What follows belongs to an exercise in optimizing a design on an open flow for small area and a short achievable clock period; a production flow would make more cautious choices. Where RTL was checked, it was by simulation tests only, not by an equivalence proof against the original. The flow treats the clock pin as an ideal source, which a real chip does not have. No activity file was given, so power comes from the tool's default toggle rates.

==> flow/design.v (excerpt) <==
module mul(clk,reset,opcode,go,
	   src_A,
	   src_B,
	   src_hilo,
	   rob_ptr_in,
	   gpr_prf_ptr_in,
	   hilo_prf_ptr_in,
	   y,complete,
	   rob_ptr_out,
	   gpr_prf_ptr_val_out,
	   gpr_prf_ptr_out,
	   hilo_prf_ptr_val_out,
	   hilo_prf_ptr_out);
Size in the first run: ~3100 cells after synthesis.
Settings: LEC_CHECK=0, CAP_MARGIN=20, CORE_MARGIN=2, CORE_UTILIZATION=50, CTS_CLUSTER_DIAMETER=100, CTS_CLUSTER_SIZE=20, PLACE_DENSITY=0.75, SLEW_MARGIN=20, SYNTH_HIERARCHICAL=1, SYNTH_MINIMUM_KEEP_SIZE=0; clock period 10.5 ns.
standard.sh (not shown) runs the stock make flow with config.mk's settings and CLKGATE_MAP_FILE= SYNTH_SCRIPT=/design/flow/synth_recipe.tcl, a recipe that flattens the netlist after the stock synthesis.
==> flow/flow/run.sh <==
#!/bin/bash
set -euo pipefail
export SKEW_BUF=sky130_fd_sc_hd__clkbuf_16
bash standard.sh SETUP_SLACK_MARGIN=7.0 "BUFFER_PORTS_ARGS=-buffer_cell sky130_fd_sc_hd__buf_1" \
  "POST_CTS_TCL=$PWD/flow/skew.tcl" MATCH_CELL_FOOTPRINT=0 finish > make_finish.log 2>&1
==> flow/flow/skew.tcl <==
# Run after clock tree synthesis (POST_CTS_TCL): give the stage-1 registers (r1_*) their
# clock through one more small buffer per clock leaf, so they clock a little later than
# r0/r2. This moves slack from the r1 -> r2 paths to the r0 -> r1 paths. Only registers
# whose paths start and end at other registers are moved: r1_v, which reset feeds,
# keeps its clock.
set block [ord::get_db_block]
array unset grp
foreach inst [$block getInsts] {
  set n [$inst getName]
  if {![string match {r1_*} $n] || [string match {r1_v*} $n]} { continue }
  set it [$inst findITerm CLK]
  if {$it == "NULL"} { continue }
  set net [$it getNet]
  if {$net == "NULL"} { continue }
  lappend grp([$net getName]) $inst
}
set i 0
foreach netname [lsort [array names grp]] {
  set sx 0; set sy 0; set cnt 0
  foreach inst $grp($netname) {
    set loc [$inst getLocation]
    set sx [expr {$sx + [lindex $loc 0]}]
    set sy [expr {$sy + [lindex $loc 1]}]
    incr cnt
  }
  set dbu [$block getDbUnitsPerMicron]
  set x [expr {double($sx) / $cnt / $dbu}]
  set y [expr {double($sy) / $cnt / $dbu}]
  set pins {}
  foreach p [get_pins -of_objects [get_nets $netname]] {
    set pn [get_full_name $p]
    if {[string match {r1_*/CLK} $pn] && ![string match {r1_v*} $pn]} { lappend pins $p }
  }
  if {[llength $pins] == 0} { continue }
  set bsta [insert_buffer -buffer_cell $::env(SKEW_BUF) -net [get_nets $netname] -load_pins $pins \
    -location [list $x $y] -buffer_name skew_buf_$i -net_name skew_net_$i]
  set bi [sta::sta_to_db_inst $bsta]
  [[$bi findITerm X] getNet] setSigType CLOCK
  incr i
}
puts "skew: inserted $i buffers for the r1 registers"
detailed_placement
check_placement -verbose
estimate_parasitics -placement
report_clock_skew
Then changed:
==> flow/flow/run.sh (replaced) <==
#!/bin/bash
set -euo pipefail
bash standard.sh SETUP_SLACK_MARGIN=7.0 "BUFFER_PORTS_ARGS=-buffer_cell sky130_fd_sc_hd__buf_1" MATCH_CELL_FOOTPRINT=0 finish > make_finish.log 2>&1
removed: flow/flow/skew.tcl
Result:
- The changed run went through all stages and came out clean
- worst setup slack gets worse by 12 ps
- total power fell by about 3.7%
- worst hold slack is better by 160 ps
Then changed:
==> flow/flow/run.sh (replaced) <==
#!/bin/bash
set -euo pipefail
bash standard.sh SETUP_SLACK_MARGIN=6.85 "BUFFER_PORTS_ARGS=-buffer_cell sky130_fd_sc_hd__buf_1" MATCH_CELL_FOOTPRINT=0 finish > make_finish.log 2>&1
Clock skew barely changes.
Sequential cell count does not change.
Maximum frequency is lower by about 4%.
Then changed:
==> flow/flow/run.sh (replaced) <==
#!/bin/bash
set -euo pipefail
export SKEW_BUF=sky130_fd_sc_hd__clkbuf_16
bash standard.sh SETUP_SLACK_MARGIN=7.15 "BUFFER_PORTS_ARGS=-buffer_cell sky130_fd_sc_hd__buf_1" \
  "POST_CTS_TCL=$PWD/flow/skew.tcl" MATCH_CELL_FOOTPRINT=0 finish > make_finish.log 2>&1
==> flow/flow/skew.tcl (new file) <==
# Run after clock tree synthesis (POST_CTS_TCL): give the stage-1 registers (r1_*) their
# clock through one more small buffer per clock leaf, so they clock a little later than
# r0/r2. This moves slack from the r1 -> r2 paths to the r0 -> r1 paths. Only registers
# whose paths start and end at other registers are moved: r1_v, which reset feeds,
# keeps its clock.
set block [ord::get_db_block]
array unset grp
foreach inst [$block getInsts] {
  set n [$inst getName]
  if {![string match {r1_*} $n] || [string match {r1_v*} $n]} { continue }
  set it [$inst findITerm CLK]
  if {$it == "NULL"} { continue }
  set net [$it getNet]
  if {$net == "NULL"} { continue }
  lappend grp([$net getName]) $inst
}
set i 0
foreach netname [lsort [array names grp]] {
  set sx 0; set sy 0; set cnt 0
  foreach inst $grp($netname) {
    set loc [$inst getLocation]
    set sx [expr {$sx + [lindex $loc 0]}]
    set sy [expr {$sy + [lindex $loc 1]}]
    incr cnt
  }
  set dbu [$block getDbUnitsPerMicron]
  set x [expr {double($sx) / $cnt / $dbu}]
  set y [expr {double($sy) / $cnt / $dbu}]
  set pins {}
  foreach p [get_pins -of_objects [get_nets $netname]] {
    set pn [get_full_name $p]
    if {[string match {r1_*/CLK} $pn] && ![string match {r1_v*} $pn]} { lappend pins $p }
  }
  if {[llength $pins] == 0} { continue }
  set bsta [insert_buffer -buffer_cell $::env(SKEW_BUF) -net [get_nets $netname] -load_pins $pins \
    -location [list $x $y] -buffer_name skew_buf_$i -net_name skew_net_$i]
  set bi [sta::sta_to_db_inst $bsta]
  [[$bi findITerm X] getNet] setSigType CLOCK
  incr i
}
puts "skew: inserted $i buffers for the r1 registers"
detailed_placement
check_placement -verbose
estimate_parasitics -placement
report_clock_skew
Utilization is higher by 3.7 points; wire length came out higher by roughly a tenth; power increases by roughly a tenth; register-to-register slack gets better by 230 ps; final area went up by a few percent; setup slack gains 230 ps.


Starting RTL as in the previous note.
// mul
module mul(clk,reset,opcode,go,
	   src_A,
	   src_B,
	   src_hilo,
	   rob_ptr_in,
	   gpr_prf_ptr_in,
	   hilo_prf_ptr_in,
	   y,complete,
	   rob_ptr_out,
	   gpr_prf_ptr_val_out,
	   gpr_prf_ptr_out,
	   hilo_prf_ptr_val_out,
	   hilo_prf_ptr_out);
clock: 10.5 ns
lec_check: 0
cap_margin: 20
core_margin: 2
core_utilization: 50
cts_cluster_diameter: 100
cts_cluster_size: 20
place_density: 0.75
slew_margin: 20
synth_hierarchical: 1
synth_minimum_keep_size: 0
==> flow/flow/run.sh <==
#!/bin/bash
set -euo pipefail
export SKEW_BUF=sky130_fd_sc_hd__clkbuf_8
export SKEW_MAX=12
bash standard.sh SETUP_SLACK_MARGIN=7.0 "BUFFER_PORTS_ARGS=-buffer_cell sky130_fd_sc_hd__buf_1" \
  "POST_CTS_TCL=$PWD/flow/skew.tcl" MATCH_CELL_FOOTPRINT=0 finish > make_finish.log 2>&1
==> flow/flow/skew.tcl <==
# Run after clock tree synthesis (POST_CTS_TCL): give the stage-1 registers (r1_*) their
# clock through one more small buffer, at most SKEW_MAX registers per buffer, so they
# clock a little later than r0/r2. This moves slack from the r1 -> r2 paths to the
# r0 -> r1 paths. Only registers whose paths start and end at other registers are moved:
# r1_v, which reset feeds, keeps its clock.
set block [ord::get_db_block]
set dbu [$block getDbUnitsPerMicron]
set maxn $::env(SKEW_MAX)
array unset grp
foreach inst [$block getInsts] {
  set n [$inst getName]
  if {![string match {r1_*} $n] || [string match {r1_v*} $n]} { continue }
  set it [$inst findITerm CLK]
  if {$it == "NULL"} { continue }
  set net [$it getNet]
  if {$net == "NULL"} { continue }
  set loc [$inst getLocation]
  lappend grp([$net getName]) [list [lindex $loc 0] [lindex $loc 1] "$n/CLK"]
}
set i 0
foreach netname [lsort [array names grp]] {
  # sinks of this clock net sorted by x, cut into chunks of at most maxn
  set sinks [lsort -integer -index 0 $grp($netname)]
  set nchunks [expr {([llength $sinks] + $maxn - 1) / $maxn}]
  set per [expr {([llength $sinks] + $nchunks - 1) / $nchunks}]
  for {set c 0} {$c < [llength $sinks]} {incr c $per} {
    set chunk [lrange $sinks $c [expr {$c + $per - 1}]]
    set sx 0; set sy 0; set names {}
    foreach s $chunk {
      set sx [expr {$sx + [lindex $s 0]}]
      set sy [expr {$sy + [lindex $s 1]}]
      lappend names [lindex $s 2]
    }
    set x [expr {double($sx) / [llength $chunk] / $dbu}]
    set y [expr {double($sy) / [llength $chunk] / $dbu}]
    set pins {}
    foreach p [get_pins -of_objects [get_nets $netname]] {
      set it [sta::sta_to_db_pin $p]
      if {$it == "NULL"} { continue }
      if {[lsearch -exact $names "[[$it getInst] getName]/CLK"] >= 0} { lappend pins $p }
    }
    if {[llength $pins] != [llength $chunk]} { error "skew: lost pins on $netname" }
    set bsta [insert_buffer -buffer_cell $::env(SKEW_BUF) -net [get_nets $netname] -load_pins $pins \
      -location [list $x $y] -buffer_name skew_buf_$i -net_name skew_net_$i]
    set bi [sta::sta_to_db_inst $bsta]
    [[$bi findITerm X] getNet] setSigType CLOCK
    incr i
  }
}
puts "skew: inserted $i buffers for the r1 registers"
detailed_placement
check_placement -verbose
estimate_parasitics -placement
report_clock_skew
Rerun with:
==> flow/flow/run.sh (replaced) <==
#!/bin/bash
set -euo pipefail
export SKEW_BUF=sky130_fd_sc_hd__clkbuf_4
export SKEW_MAX=6
bash standard.sh SETUP_SLACK_MARGIN=7.0 "BUFFER_PORTS_ARGS=-buffer_cell sky130_fd_sc_hd__buf_1" \
  "POST_CTS_TCL=$PWD/flow/skew.tcl" MATCH_CELL_FOOTPRINT=0 finish > make_finish.log 2>&1
Combinational power stays flat.
Total power went down by 0.32%.
Cell count rises by 0.32%.


Setup of run A:
mul, a different RTL version from the one above (not shown whole).
Size: roughly 3,200 cells after synthesis, roughly 440 flip-flops, roughly 230 I/O pins, about 36,000 µm² of cells after synthesis.
==> flow/config.mk <==
export PLATFORM = sky130hd
export DESIGN_NAME = mul
export DESIGN_NICKNAME = mul
export VERILOG_FILES = /design/flow/design.v
export SDC_FILE = /design/flow/constraint.sdc
export NUM_CORES = 4
export LEC_CHECK = 0
export CAP_MARGIN = 20
export CORE_MARGIN = 2
export CORE_UTILIZATION = 40
export CTS_BUF_LIST = sky130_fd_sc_hd__clkbuf_8
export PLACE_DENSITY = 0.75
export SLEW_MARGIN = 20
export SYNTH_HIERARCHICAL = 1
export SYNTH_MINIMUM_KEEP_SIZE = 0
==> flow/constraint.sdc <==
create_clock -name core_clock -period 10.5 [get_ports {clk}]
set_input_delay 2.1000 -clock core_clock [delete_from_list [all_inputs] [get_ports {clk}]]
set_output_delay 2.1000 -clock core_clock [all_outputs]
set_load 0.01 [all_outputs]
==> flow/flow/run.sh <==
#!/bin/bash
set -euo pipefail
bash standard.sh SETUP_SLACK_MARGIN=7.0 "BUFFER_PORTS_ARGS=-buffer_cell sky130_fd_sc_hd__buf_1" finish > make_finish.log 2>&1
For run B, these inputs were changed with respect to run A:
Settings: a change of CORE_UTILIZATION from 40 to 50.
==> flow/flow/run.sh <==
#!/bin/bash
set -euo pipefail
bash standard.sh SETUP_SLACK_MARGIN=6.85 "BUFFER_PORTS_ARGS=-buffer_cell sky130_fd_sc_hd__buf_1" finish > make_finish.log 2>&1
### Flow results
Wire length on met2 is higher on run A
Synthesis-to-finish area growth came out lower on run B than on run A.
Run B vs run A, met2 track utilization from global routing went up by 8.6 points.
The fraction of area in registers reported for run B is greater than that of run A by 0.72 points.
Compared with run A, run B shows a lower aggregate routed wire length.
Footprint of the multi-input gates of run B falls short of that of run A slightly.
The following lists how run C was set up differently from run B:
Settings: a change of CORE_UTILIZATION from 50 to 40.
Findings:
[run C] cell area rose about 1.2% relative to run B. Against run B, run C comes in 11 points lower on final cell utilization of the core. Post-route clock period utilization, run B and run C, lower one = run C. Run C does worse than run B on first-iteration DRC count. Clock-buffer cell count: lower on run B. The count of inserted antenna diode cells in run C sits 2 above the value recorded for run B.
No functional check of the RTL was part of any run of this note.


== oak ==
mul with an RTL version that a note above also has.
For scale: ~3,100 cells after synthesis, about 35,000 µm² of cells after synthesis.
export LEC_CHECK = 0
export CAP_MARGIN = 20
export CORE_MARGIN = 2
export CORE_UTILIZATION = 50
export CTS_CLUSTER_DIAMETER = 100
export CTS_CLUSTER_SIZE = 20
export PLACE_DENSITY = 0.75
export SLEW_MARGIN = 20
export SYNTH_HIERARCHICAL = 1
export SYNTH_MINIMUM_KEEP_SIZE = 0
create_clock -name core_clock -period 10.5 [get_ports {clk}]
==> flow/flow/run.sh <==
#!/bin/bash
set -euo pipefail
bash standard.sh SETUP_SLACK_MARGIN=6.85 "BUFFER_PORTS_ARGS=-buffer_cell sky130_fd_sc_hd__buf_1" finish > make_finish.log 2>&1
oak did not stop at any stage, and its layout met the timing, design-rule and antenna checks.
Modified inputs, pine compared to oak
==> flow/flow/run.sh <==
#!/bin/bash
set -euo pipefail
export SKEW_BUF=sky130_fd_sc_hd__clkbuf_16
bash standard.sh SETUP_SLACK_MARGIN=6.85 "BUFFER_PORTS_ARGS=-buffer_cell sky130_fd_sc_hd__buf_1" \
  "POST_CTS_TCL=$PWD/flow/skew.tcl" finish > make_finish.log 2>&1
==> flow/flow/skew.tcl (new file) <==
# Run after clock tree synthesis (POST_CTS_TCL): give the stage-1 registers (r1_*) their
# clock through one more small buffer per clock leaf, so they clock a little later than
# r0/r2. This moves slack from the r1 -> r2 paths to the r0 -> r1 paths. Only registers
# whose paths start and end at other registers are moved: r1_v, which reset feeds,
# keeps its clock.
set block [ord::get_db_block]
array unset grp
foreach inst [$block getInsts] {
  set n [$inst getName]
  if {![string match {r1_*} $n] || [string match {r1_v*} $n]} { continue }
  set it [$inst findITerm CLK]
  if {$it == "NULL"} { continue }
  set net [$it getNet]
  if {$net == "NULL"} { continue }
  lappend grp([$net getName]) $inst
}
set i 0
foreach netname [lsort [array names grp]] {
  set sx 0; set sy 0; set cnt 0
  foreach inst $grp($netname) {
    set loc [$inst getLocation]
    set sx [expr {$sx + [lindex $loc 0]}]
    set sy [expr {$sy + [lindex $loc 1]}]
    incr cnt
  }
  set dbu [$block getDbUnitsPerMicron]
  set x [expr {double($sx) / $cnt / $dbu}]
  set y [expr {double($sy) / $cnt / $dbu}]
  set pins {}
  foreach p [get_pins -of_objects [get_nets $netname]] {
    set pn [get_full_name $p]
    if {[string match {r1_*/CLK} $pn] && ![string match {r1_v*} $pn]} { lappend pins $p }
  }
  if {[llength $pins] == 0} { continue }
  set bsta [insert_buffer -buffer_cell $::env(SKEW_BUF) -net [get_nets $netname] -load_pins $pins \
    -location [list $x $y] -buffer_name skew_buf_$i -net_name skew_net_$i]
  set bi [sta::sta_to_db_inst $bsta]
  [[$bi findITerm X] getNet] setSigType CLOCK
  incr i
}
puts "skew: inserted $i buffers for the r1 registers"
detailed_placement
check_placement -verbose
estimate_parasitics -placement
report_clock_skew
--- outcome ---
On synthesized cell count, pine and oak are neck and neck. pine: setup slack after layout 0.031 ns above oak. Per the final summary, pine finished and its layout is clean on timing, DRC and antenna. Area growth from synthesis to final layout on pine is up relative to oak.


Another version of the RTL of mul (not shown whole).
Size: ~3200 cells after synthesis.
export LEC_CHECK = 0
export CAP_MARGIN = 20
export CORE_MARGIN = 2
export CORE_UTILIZATION = 40
export SLEW_MARGIN = 20
export SYNTH_HIERARCHICAL = 1
export SYNTH_MINIMUM_KEEP_SIZE = 0
create_clock -name core_clock -period 10.5 [get_ports {clk}]
run.sh (not shown) runs the stock make flow with config.mk's settings and CLKGATE_MAP_FILE= SYNTH_SCRIPT=/design/flow/synth_recipe.tcl, a recipe that flattens the netlist after the stock synthesis.
Stock flow here: none of the scripts above is used.
Change:
==> flow/flow/run.sh (new file) <==
#!/bin/bash
set -euo pipefail
bash standard.sh SETUP_SLACK_MARGIN=7.0 finish > make_finish.log 2>&1
==> flow/standard.sh (new file) <==
#!/bin/bash
# synth_recipe.tcl (not shown) runs the flow's synth.tcl, then flattens the netlist and writes it again
# the make line also repeats each setting of config.mk as NAME=value (left out here)
make -C /OpenROAD-flow-scripts/flow DESIGN_CONFIG=/design/flow/config.mk WORK_HOME=/design/flow/orfs CLKGATE_MAP_FILE= SYNTH_SCRIPT=/design/flow/synth_recipe.tcl "${@:-finish}"
removed: flow/run.sh
What happened: The changed run finished with timing, DRC and antenna clean. Core utilization is higher by 8.3 points. Clock power is higher by about 9%. Wire length is higher by 18%. Cell count is higher by 5.3%. Setup slack gains 1.3 ns.

==> port drivers added, routing unchanged <==
The results above use ideal ports. As a check the final layouts listed here were re-extracted and re-timed, cells and wires unchanged. Step 1, drivers: a clkbuf_16 drives clk and a buf_2 each remaining input, both assumed. Step 2 moves the port delays by t, midway between the first and last clock arrival at a register: inputs arrive t later, outputs are due t later. That takes back most of the time a late clock gives input paths. Three values: ideal ports, drivers, drivers and shift; two values: the first two.
| run | shift t [ns] | slack for setup (ns) | hold WS [ns] | worst data-port slew with drivers (ns) |
|---|---|---|---|---|
| the first run of note 1 | 0.740 | 7.020 / 7.020 / 6.488 | 0.166 / 0.166 / 0.166 | 0.08 |
| the second run of note 1 | 0.684 | 7.008 / 7.008 / 6.535 | 0.324 / 0.324 / 0.324 | 0.09 |
| the third run of note 1 | 0.674 | 6.854 / 6.854 / 6.568 | 0.325 / 0.325 / 0.325 | 0.08 |
| the fourth run of note 1 | 0.748 | 7.080 / 7.080 / 6.541 | 0.196 / 0.196 / 0.196 | 0.07 |
| the first run of note 2 | 0.748 | 7.019 / 7.019 / 6.489 | 0.172 / 0.172 / 0.172 | 0.09 |
| the second run of note 2 | 0.750 | 7.004 / 7.004 / 6.465 | 0.154 / 0.154 / 0.154 | 0.08 |
| run A | 0.762 | 6.960 / 6.960 / 6.505 | 0.322 / 0.322 / 0.322 | 0.08 |
| run B | 0.754 | 6.869 / 6.869 / 6.595 | 0.311 / 0.311 / 0.311 | 0.07 |
| run C | 0.760 | 6.886 / 6.886 / 6.573 | 0.323 / 0.323 / 0.323 | 0.08 |
| oak | 0.674 | 6.854 / 6.854 / 6.568 | 0.325 / 0.325 / 0.325 | 0.08 |
| pine | 0.737 | 6.886 / 6.886 / 6.491 | 0.166 / 0.166 / 0.166 | 0.08 |
| the first run of note 5 | 0.708 | 5.296 / 5.296 / 5.296 | 0.321 / 0.321 / 0.321 | 0.10 |
| the second run of note 5 | 0.689 | 6.547 / 6.547 / 6.537 | 0.325 / 0.325 / 0.325 | 0.09 |
After both steps every run listed still meets setup and hold.
